Context: an optimization exercise on an open-source flow, tuned for small area. The choices shown serve that exercise and are no tape-out recipe. Power figures rest on the tool's default switching activity, not on a simulated workload.

// VGATOP
module VGATOP(
	input wire clk,reset,
	input activar_alarma,
	output wire hsync, vsync,
	output wire [11:0] rgb,
	input [7:0] hour_in1,
	input programar_on,
	input [3:0] direccion_actual_pantalla
);
==> flow/config.mk <==
export PLATFORM = sky130hd
export DESIGN_NAME = VGATOP
export DESIGN_NICKNAME = VGATOP
export VERILOG_FILES = /design/flow/design.v
export SDC_FILE = /design/flow/constraint.sdc
export NUM_CORES = 4
export LEC_CHECK = 0
export CAP_MARGIN = 20
export CORE_MARGIN = 2
export CORE_UTILIZATION = 40
export CTS_BUF_LIST = sky130_fd_sc_hd__clkbuf_8
export CTS_CLUSTER_DIAMETER = 200
export CTS_CLUSTER_SIZE = 50
export GPL_TIMING_DRIVEN = 0
export SLEW_MARGIN = 20
==> flow/constraint.sdc <==
create_clock -name core_clock -period 10.0 [get_ports {clk}]
set_input_delay 2.0000 -clock core_clock [delete_from_list [all_inputs] [get_ports {clk}]]
set_output_delay 2.0000 -clock core_clock [all_outputs]
set_load 0.01 [all_outputs]
standard.sh (not shown) runs the stock make flow with config.mk's settings and CLKGATE_MAP_FILE= SYNTH_SCRIPT=/design/flow/synth_recipe.tcl, a recipe that flattens the netlist after the stock synthesis.
==> flow/flow/run.sh <==
#!/bin/bash
# Own layout flow: the standard flow, except that synthesis maps the logic
# with an area-oriented ABC script (flow/area.abc) instead of ORFS's speed script.
# Registers, their names and cell types are those of the standard synthesis.
# Ports are buffered with the smallest buffer cell.
set -euo pipefail
W=$PWD
# ORFS's synth.tcl with only its ABC call changed to run flow/area.abc
sed 's#^\(\s*\)log_cmd abc {\*}\$abc_args#\1log_cmd abc -script '"$W"'/flow/area.abc {*}[lrange $abc_args 2 end]#' \
  "$FLOW_HOME/scripts/synth.tcl" > "$W/synth_area.tcl"
grep -q 'flow/area.abc' "$W/synth_area.tcl"
sed "s#\$::env(SCRIPTS_DIR)/synth.tcl#$W/synth_area.tcl#" synth_recipe.tcl > "$W/synth_top.tcl"
grep -q 'synth_area.tcl' "$W/synth_top.tcl"
sed "s#SYNTH_SCRIPT=[^ ]*#SYNTH_SCRIPT=$W/synth_top.tcl#" standard.sh > "$W/synth_only.sh"
grep -q 'synth_top.tcl' "$W/synth_only.sh"
bash "$W/synth_only.sh" synth > "$W/synth.log" 2>&1
# port buffers: the smallest buffer cell
export BUFFER_PORTS_ARGS="-buffer_cell sky130_fd_sc_hd__buf_1"
export CTS_ARGS="-sink_clustering_enable -repair_clock_nets -sink_clustering_size 50 -sink_clustering_max_diameter 500 -buf_list sky130_fd_sc_hd__clkbuf_8 -root_buf sky130_fd_sc_hd__clkbuf_8 -dont_use_dummy_load"
bash standard.sh finish > "$W/layout.log" 2>&1
==> flow/flow/area.abc <==
strash
&get -n
&deepsyn -T 60
&put
dch -f
amap
topo
Then changed:
--- a/flow/flow/run.sh
+++ b/flow/flow/run.sh
@@ -18,3 +18,3 @@
 export BUFFER_PORTS_ARGS="-buffer_cell sky130_fd_sc_hd__buf_1"
-export CTS_ARGS="-sink_clustering_enable -repair_clock_nets -sink_clustering_size 50 -sink_clustering_max_diameter 500 -buf_list sky130_fd_sc_hd__clkbuf_8 -root_buf sky130_fd_sc_hd__clkbuf_8 -dont_use_dummy_load"
+export CTS_ARGS="-sink_clustering_enable -repair_clock_nets -sink_clustering_size 50 -sink_clustering_max_diameter 500 -buf_list sky130_fd_sc_hd__clkbuf_16 -root_buf sky130_fd_sc_hd__clkbuf_16 -dont_use_dummy_load -sink_buffer_max_cap_derate 1.0"
 bash standard.sh finish > "$W/layout.log" 2>&1
Wire length rises by 0.51%.
Cell area rises by 1.4%.
Hold slack is worse by 0.0077 ns.
Total power goes up by 17%.
Die area stays the same.
Clock skew shrinks by 0.0078 ns.
Final cell count is unchanged.
Then changed:
--- a/flow/flow/run.sh
+++ b/flow/flow/run.sh
@@ -18,3 +18,3 @@
 export BUFFER_PORTS_ARGS="-buffer_cell sky130_fd_sc_hd__buf_1"
-export CTS_ARGS="-sink_clustering_enable -repair_clock_nets -sink_clustering_size 50 -sink_clustering_max_diameter 500 -buf_list sky130_fd_sc_hd__clkbuf_16 -root_buf sky130_fd_sc_hd__clkbuf_16 -dont_use_dummy_load -sink_buffer_max_cap_derate 1.0"
+export CTS_ARGS="-repair_clock_nets -buf_list sky130_fd_sc_hd__clkbuf_16 -root_buf sky130_fd_sc_hd__clkbuf_16 -dont_use_dummy_load"
 bash standard.sh finish > "$W/layout.log" 2>&1
After rerunning: Core utilization is unchanged; via count does not change; die area stays the same; total power stays the same; sequential share of layout area is unchanged; final cell count stays the same; count of clock-buffer cells in the layout is unchanged; setup slack does not change; global-route usage is unchanged; final area does not change.
No run of this note included a check of the RTL's function; only the layout flow was run.

========
VGATOP again, from the RTL that the note above started with.
Settings: LEC_CHECK=0, CAP_MARGIN=20, CORE_MARGIN=2, CORE_UTILIZATION=40, CTS_BUF_LIST=sky130_fd_sc_hd__clkbuf_8, CTS_CLUSTER_DIAMETER=200, CTS_CLUSTER_SIZE=50, GPL_TIMING_DRIVEN=0, SLEW_MARGIN=20; clock period 10.0 ns.
==> flow/flow/run.sh <==
#!/bin/bash
# Own layout flow: the standard flow, except that synthesis maps the logic
# with an area-oriented ABC script (flow/area.abc) instead of ORFS's speed script.
# Registers, their names and cell types are those of the standard synthesis.
# Ports are buffered with the smallest buffer cell.
set -euo pipefail
W=$PWD
# ORFS's synth.tcl with only its ABC call changed to run flow/area.abc
sed 's#^\(\s*\)log_cmd abc {\*}\$abc_args#\1log_cmd abc -script '"$W"'/flow/area.abc {*}[lrange $abc_args 2 end]#' \
  "$FLOW_HOME/scripts/synth.tcl" > "$W/synth_area.tcl"
grep -q 'flow/area.abc' "$W/synth_area.tcl"
sed "s#\$::env(SCRIPTS_DIR)/synth.tcl#$W/synth_area.tcl#" synth_recipe.tcl > "$W/synth_top.tcl"
grep -q 'synth_area.tcl' "$W/synth_top.tcl"
sed "s#SYNTH_SCRIPT=[^ ]*#SYNTH_SCRIPT=$W/synth_top.tcl#" standard.sh > "$W/synth_only.sh"
grep -q 'synth_top.tcl' "$W/synth_only.sh"
bash "$W/synth_only.sh" synth > "$W/synth.log" 2>&1
# port buffers: the smallest buffer cell
export BUFFER_PORTS_ARGS="-buffer_cell sky130_fd_sc_hd__buf_1"
bash standard.sh finish > "$W/layout.log" 2>&1
Scripts as last shown in full above: flow/flow/area.abc
The baseline went through all stages and came out clean.
Change:
--- a/flow/flow/run.sh
+++ b/flow/flow/run.sh
@@ -18,2 +18,3 @@
 export BUFFER_PORTS_ARGS="-buffer_cell sky130_fd_sc_hd__buf_1"
+export CTS_ARGS="-sink_clustering_enable -repair_clock_nets -sink_clustering_size 50 -sink_clustering_max_diameter 500 -buf_list sky130_fd_sc_hd__clkbuf_8 -root_buf sky130_fd_sc_hd__clkbuf_8 -dont_use_dummy_load -sink_buffer_max_cap_derate 1.0"
 bash standard.sh finish > "$W/layout.log" 2>&1
Effect: The new run went through all stages and came out clean. Routed wire length stays flat. Cell area drops by 1.7%. Synthesized cell count is unchanged. Setup slack got worse by 0.0052 ns. Clock-buffer cell count is unchanged. Clock power drops by 38%. Total power drops by 18%. Combinational power barely changes. First-iteration DRC count climbs by about 4.4%. Hold slack hardly moves. Global-route usage stays flat.
No run of this note included a check of the RTL's function; only the layout flow was run.

separate check: timing with driven ports:
The results above use ideal ports. As a check the final layouts listed here were re-extracted and re-timed, cells and wires unchanged. Step 1, drivers: a clkbuf_16 drives clk and a buf_2 each remaining input, both assumed. Step 2 adds t to the input delays and takes it off the output delays; t is the mean of the earliest and latest rising clock arrival at the registers after step 1. Input paths then give back, and output paths get back, about the clock's delay inside the block. a / b / c = ideal / step 1 / step 2; a / b = the first two.
run | t, ns | setup WS [ns] | clock arrival spread, ns
the first run of note 1 | 0.327 | 5.147 / 5.147 / 5.147 | 0.015 / 0.016
the second run of note 1 | 0.317 | 5.179 / 5.179 / 5.179 | 0.007 / 0.008
the third run of note 1 | 0.317 | 5.179 / 5.179 / 5.179 | 0.007 / 0.008
the first run of note 2 | 0.335 | 5.153 / 5.153 / 5.153 | 0.020 / 0.020
the second run of note 2 | 0.327 | 5.147 / 5.147 / 5.147 | 0.015 / 0.016
After both steps every run listed still meets setup and hold.
